Context: an optimization exercise on an open-source flow, tuned for small area, a short achievable clock period and few clock cycles per item. The choices shown serve that exercise and are no tape-out recipe.
RTL that was checked went through simulation tests only; none was proved equivalent to the original.
Power is estimated from default activity; no workload was simulated.

Setup of ember:
==> module minha_fpu_add, before the edit <==
module minha_fpu_add #(parameter int W = 8)
(
    input  logic [W-1:0] a,
    input  logic [W-1:0] b,
    input  logic         cin,
    output logic [W-1:0] s,
    output logic         cout
);
    logic [W-1:0] p, g, gg, pp, ng, np;
    always_comb begin
        p  = a ^ b;
        g  = a & b;
        gg = g;
        pp = p;
        gg[0] = g[0] | (p[0] & cin);
        for (int k = 1; k < W; k = k * 2) begin
            ng = gg;
            np = pp;
            for (int i = 0; i < W; i++)
                if ((i / k) % 2 == 1) begin
                    ng[i] = gg[i] | (pp[i] & gg[(i / k) * k - 1]);
                    np[i] = pp[i] & pp[(i / k) * k - 1];
                end
            gg = ng;
            pp = np;
        end
        s    = p ^ {gg[W-2:0], cin};
        cout = gg[W-1];
    end
endmodule
==> module minha_fpu, before the edit <==
module minha_fpu
(
    input logic clock_100KHz,
    input logic reset,
    input logic start,
    input logic [31:0] op_A_in,
    input logic [31:0] op_B_in,
    output logic [3:0] status_out,
    output logic [31:0] data_out,
    output logic done
);
    logic        sA, sB;
    logic [9:0]  eA, eB;
    logic [20:0] fA, fB;
    assign sA = op_A_in[31];
    assign sB = op_B_in[31];
    assign eA = op_A_in[30:21];
    assign eB = op_B_in[30:21];
    assign fA = op_A_in[20:0];
    assign fB = op_B_in[20:0];
    logic zA, zB, mA, mB, nan_res;
    assign zA = (op_A_in == 32'h0);
    assign zB = (op_B_in == 32'h0);
    assign mA = &eA;
    assign mB = &eB;
    assign nan_res = (mA && fA != 21'h0) || (mB && fB != 21'h0) || (mA && mB && (sA != sB));
    logic [9:0] dAB, dBA, d;
    logic       geE, leE, geM, unused0;
    minha_fpu_add #(10) u_dab (.a(eA), .b(~eB), .cin(1'b1), .s(dAB), .cout(geE));
    minha_fpu_add #(10) u_dba (.a(eB), .b(~eA), .cin(1'b1), .s(dBA), .cout(leE));
    logic        geF;
    logic [20:0] cmp_s;
    minha_fpu_add #(21) u_cmp (.a(fA), .b(~fB), .cin(1'b1), .s(cmp_s), .cout(geF));
    assign geM = !leE || (geE && geF);       
    logic        swap, sX;
    logic [9:0]  eX;
    logic [20:0] fY;
    assign swap = !geM;
    assign sX = swap ? sB : sA;
    assign fY = swap ? fA : fB;
    assign eX = geE ? eA : eB;
    assign d  = geE ? dAB : dBA;
    logic        spec, big, pass_d, kill, selB, sub;
    logic [20:0] fXp;
    logic [21:0] mY, mYp;
    logic [22:0] m;
    assign spec   = !zA && !zB && (mA || mB);
    assign big    = (d[9:5] != 5'd0) || (d[4:0] > 5'd22);
    assign pass_d = zA || zB || mA || mB || big;
    assign kill   = zA || zB || mA || mB || (d[9:5] != 5'd0);
    assign selB   = zA || (!zB && swap);
    assign fXp    = spec ? {20'h0, nan_res} : (selB ? fB : fA);
    assign mY     = {1'b1, fY} >> d[4:0];
    assign mYp    = kill ? 22'h0 : mY;
    assign sub    = sA ^ sB;
    minha_fpu_add #(23) u_add (.a({2'b01, fXp}), .b({1'b0, mYp} ^ {23{sub}}), .cin(sub), .s(m), .cout(unused0));
    logic [9:0] e_raw, e_d;
    logic       s_d;
    logic [1:0] ps_d;
    always_comb begin
        if (zA)        begin e_raw = eB;     s_d = sB;  ps_d = 2'd0; end
        else if (zB)   begin e_raw = eA;     s_d = sA;  ps_d = 2'd0; end
        else if (spec) begin e_raw = 10'h3FF; s_d = nan_res ? 1'b0 : (mA ? sA : sB); ps_d = nan_res ? 2'd3 : 2'd1; end
        else           begin e_raw = eX;     s_d = sX;  ps_d = 2'd2; end
    end
    assign e_d = e_raw + {8'd0, pass_d, 1'b1};
    logic        s_q, pass_q;
    logic [9:0]  e_q;
    logic [22:0] m_q;
    logic [1:0]  ps_q;
    always_ff @(posedge clock_100KHz) begin
        if (start) begin
            s_q    <= s_d;
            pass_q <= pass_d;
            e_q    <= e_d;
            m_q    <= m;
            ps_q   <= ps_d;
        end
    end
    always_ff @(posedge clock_100KHz or negedge reset) begin
        if (!reset) done <= 1'b0;
        else if (start) done <= 1'b1;
    end
    logic [4:0]  z;
    logic [22:0] n5;
    always_comb begin
        logic [31:0] v;
        logic [4:0]  zz [32];
        logic [31:0] nv;
        logic [4:0]  nz [32];
        v = {m_q, 9'h1FF};
        for (int i = 0; i < 32; i++) zz[i] = 5'd0;
        for (int w = 1; w < 32; w = w * 2) begin
            nv = '0;
            for (int i = 0; i < 32; i++) nz[i] = 5'd0;
            for (int j = 0; j < 32 / (2 * w); j++) begin
                nv[j] = v[2*j+1] | v[2*j];
                nz[j] = v[2*j+1] ? zz[2*j+1] : (zz[2*j] | 5'(w));
            end
            v = nv;
            for (int i = 0; i < 32; i++) zz[i] = nz[i];
        end
        z = pass_q ? 5'd3 : zz[0];
        n5 = m_q << z;
    end
    logic [9:0] en;
    logic [4:0] eh1;
    logic       uf, nb, unused1;
    minha_fpu_add #(5) u_enl (.a(e_q[4:0]), .b(~z), .cin(1'b1), .s(en[4:0]), .cout(nb));
    minha_fpu_add #(5) u_enh (.a(e_q[9:5]), .b(5'h1F), .cin(1'b0), .s(eh1), .cout(unused1));
    assign en[9:5] = nb ? e_q[9:5] : eh1;
    assign uf = !pass_q && (m_q == 23'h0 || (e_q[9:5] == 5'd0 && e_q[4:0] == z));
    assign data_out = uf ? 32'h0 : {s_q, en, (pass_q ? m_q[20:19] : 2'b01), n5[21:3]};
    always_comb begin
        if (pass_q)  status_out = 4'b0001 << ps_q;
        else if (uf) status_out = 4'b0100;
        else         status_out = n5[2] ? 4'b1000 : 4'b0001;
    end
endmodule
export LEC_CHECK = 0
export ABC_AREA = 1
export CAP_MARGIN = 20
export CORE_MARGIN = 2
export CORE_UTILIZATION = 40
export SETUP_SLACK_MARGIN = 4.5
export SLEW_MARGIN = 20
create_clock -name core_clock -period 11.0 [get_ports {clock_100KHz}]
standard.sh (not shown) runs the stock make flow with config.mk's settings and CLKGATE_MAP_FILE= SYNTH_SCRIPT=/design/flow/synth_recipe.tcl, a recipe that flattens the netlist after the stock synthesis.
==> flow/flow/run.sh <==
#!/bin/bash
# Standard ORFS layout (the standard.sh) with two changes:
# - the port buffers use sky130_fd_sc_hd__buf_1 instead of the cell buffer_ports
#   picks by default;
# - synthesis does not extract full/half adder cells (ADDER_MAP_FILE empty), so
#   ABC maps the prefix adders of the RTL itself.
set -euo pipefail
export BUFFER_PORTS_ARGS="-buffer_cell sky130_fd_sc_hd__buf_1"
export ADDER_MAP_FILE=
bash standard.sh > standard.log 2>&1
Testbench counts of ember, summed over its fixed seeds: cycles 24,000, items 24,000.
Input-level comparison between pepper and ember:
==> flow/design.v <==
module minha_fpu_add #(parameter int W = 8)
(
    input  logic [W-1:0] a,
    input  logic [W-1:0] b,
    input  logic         cin,
    output logic [W-1:0] s,
    output logic         cout
);
    localparam int TOP = (W > 16) ? 16 : (W > 8) ? 8 : (W > 4) ? 4 : (W > 2) ? 2 : 1;
    logic [W-1:0] p, g, gg, pp;
    always_comb begin
        p  = a ^ b;
        g  = a & b;
        gg = g;
        pp = p;
        gg[0] = g[0] | (p[0] & cin);
        for (int d = 1; d < W; d = d * 2)
            for (int i = 2 * d - 1; i < W; i += 2 * d) begin
                gg[i] = gg[i] | (pp[i] & gg[i-d]);
                pp[i] = pp[i] & pp[i-d];
            end
        for (int d = TOP; d >= 1; d = d / 2)
            for (int i = 3 * d - 1; i < W; i += 2 * d) begin
                gg[i] = gg[i] | (pp[i] & gg[i-d]);
                pp[i] = pp[i] & pp[i-d];
            end
        s    = p ^ {gg[W-2:0], cin};
        cout = gg[W-1];
    end
endmodule
module minha_fpu
(
    input logic clock_100KHz,
    input logic reset,
    input logic start,
    input logic [31:0] op_A_in,
    input logic [31:0] op_B_in,
    output logic [3:0] status_out,
    output logic [31:0] data_out,
    output logic done
);
    logic        sA, sB;
    logic [9:0]  eA, eB;
    logic [20:0] fA, fB;
    assign sA = op_A_in[31];
    assign sB = op_B_in[31];
    assign eA = op_A_in[30:21];
    assign eB = op_B_in[30:21];
    assign fA = op_A_in[20:0];
    assign fB = op_B_in[20:0];
    logic zA, zB, mA, mB, nan_res;
    assign zA = (op_A_in == 32'h0);
    assign zB = (op_B_in == 32'h0);
    assign mA = &eA;
    assign mB = &eB;
    assign nan_res = (mA && fA != 21'h0) || (mB && fB != 21'h0) || (mA && mB && (sA != sB));
    logic [9:0] dAB, dBA, d;
    logic       geE, leE, geM, unused0;
    minha_fpu_add #(10) u_dab (.a(eA), .b(~eB), .cin(1'b1), .s(dAB), .cout(geE));
    minha_fpu_add #(10) u_dba (.a(eB), .b(~eA), .cin(1'b1), .s(dBA), .cout(leE));
    logic [30:0] cmp_s;
    minha_fpu_add #(31) u_cmp (.a(op_A_in[30:0]), .b(~op_B_in[30:0]), .cin(1'b1), .s(cmp_s), .cout(geM));
    logic        swap, sX;
    logic [9:0]  eX;
    logic [20:0] fY;
    assign swap = !geM;
    assign sX = swap ? sB : sA;
    assign fY = swap ? fA : fB;
    assign eX = geE ? eA : eB;
    assign d  = geE ? dAB : dBA;
    logic        spec, big, pass_d, kill, selB, sub;
    logic [20:0] fXp;
    logic [21:0] mY, mYp;
    logic [22:0] m;
    assign spec   = !zA && !zB && (mA || mB);
    assign big    = (d[9:5] != 5'd0) || (d[4:0] > 5'd22);
    assign pass_d = zA || zB || mA || mB || big;
    assign kill   = zA || zB || mA || mB || (d[9:5] != 5'd0);
    assign selB   = zA || (!zB && swap);
    assign fXp    = spec ? {20'h0, nan_res} : (selB ? fB : fA);
    assign mY     = {1'b1, fY} >> d[4:0];
    assign mYp    = kill ? 22'h0 : mY;
    assign sub    = sA ^ sB;
    minha_fpu_add #(23) u_add (.a({2'b01, fXp}), .b({1'b0, mYp} ^ {23{sub}}), .cin(sub), .s(m), .cout(unused0));
    logic [9:0] e_raw, e_d;
    logic       s_d;
    logic [1:0] ps_d;
    always_comb begin
        if (zA)        begin e_raw = eB;     s_d = sB;  ps_d = 2'd0; end
        else if (zB)   begin e_raw = eA;     s_d = sA;  ps_d = 2'd0; end
        else if (spec) begin e_raw = 10'h3FF; s_d = nan_res ? 1'b0 : (mA ? sA : sB); ps_d = nan_res ? 2'd3 : 2'd1; end
        else           begin e_raw = eX;     s_d = sX;  ps_d = 2'd2; end
    end
    assign e_d = e_raw + {8'd0, pass_d, 1'b1};
    logic        s_q, pass_q;
    logic [9:0]  e_q;
    logic [22:0] m_q;
    logic [1:0]  ps_q;
    always_ff @(posedge clock_100KHz) begin
        if (start) begin
            s_q    <= s_d;
            pass_q <= pass_d;
            e_q    <= e_d;
            m_q    <= m;
            ps_q   <= ps_d;
        end
    end
    always_ff @(posedge clock_100KHz or negedge reset) begin
        if (!reset) done <= 1'b0;
        else if (start) done <= 1'b1;
    end
    logic [4:0]  z;
    logic [22:0] n5;
    always_comb begin
        logic [31:0] v;
        logic [4:0]  zz [32];
        logic [31:0] nv;
        logic [4:0]  nz [32];
        v = {m_q, 9'h1FF};
        for (int i = 0; i < 32; i++) zz[i] = 5'd0;
        for (int w = 1; w < 32; w = w * 2) begin
            nv = '0;
            for (int i = 0; i < 32; i++) nz[i] = 5'd0;
            for (int j = 0; j < 32 / (2 * w); j++) begin
                nv[j] = v[2*j+1] | v[2*j];
                nz[j] = v[2*j+1] ? zz[2*j+1] : (zz[2*j] | 5'(w));
            end
            v = nv;
            for (int i = 0; i < 32; i++) zz[i] = nz[i];
        end
        z = pass_q ? 5'd3 : zz[0];
        n5 = m_q << z;
    end
    logic [9:0] en;
    logic       uf, unused1;
    minha_fpu_add #(10) u_en (.a(e_q), .b(~{5'd0, z}), .cin(1'b1), .s(en), .cout(unused1));
    assign uf = !pass_q && (m_q == 23'h0 || (e_q[9:5] == 5'd0 && e_q[4:0] == z));
    assign data_out = uf ? 32'h0 : {s_q, en, (pass_q ? m_q[20:19] : 2'b01), n5[21:3]};
    always_comb begin
        if (pass_q)  status_out = 4'b0001 << ps_q;
        else if (uf) status_out = 4'b0100;
        else         status_out = n5[2] ? 4'b1000 : 4'b0001;
    end
endmodule
## What came out
pepper finished end to end and its layout was clean on timing, DRC and antenna.
NOTE synthesized instance count ember->pepper decreased slightly
Summary of pepper over ember: die area went down, number of vias after detailed routing has increased.
Run comparison: pepper startpoint of the most critical setup path op_A_in[26]; ember startpoint of the most critical setup path m_q[20]$_DFFE_PP_
Final area delta for pepper relative to ember: about 3.4% higher
When pepper is set beside ember, its combinational share of power turns out to be 3.5 points smaller.
For pepper, only the layout was checked, not whether the RTL still works.

==> static timing again, ports no longer ideal <==
No port has a modelled driver above. Below, the same layouts with a new extraction and two added sets of constraints. Step 1, drivers: a clkbuf_16 drives clock_100KHz and a buf_2 each remaining input, both assumed. Step 2, shift: input delay + t, output delay - t, t = (earliest + latest rising clock arrival at the registers) / 2. This alone moves slack from input paths to output paths. Slacks: ideal / step 1 / step 2; pairs: ideal / step 1.
| run | shift t [ns] | setup slack, ns | worst hold slack (ns) | worst data-port slew with drivers (ns) | cell pins on the clock port's net |
|---|---|---|---|---|---|
| ember | 0.307 | 4.853 / 4.817 / 4.589 | 0.467 / 0.467 / 0.467 | 0.03 | 1 |
| pepper | 0.308 | 4.718 / 4.728 / 4.419 | 0.478 / 0.478 / 0.478 | 0.05 | 1 |
After both steps setup and hold are still met in every run listed. The setup slack of pepper, which loses most, moves by +0.010 ns with the drivers and by -0.299 ns with both steps.
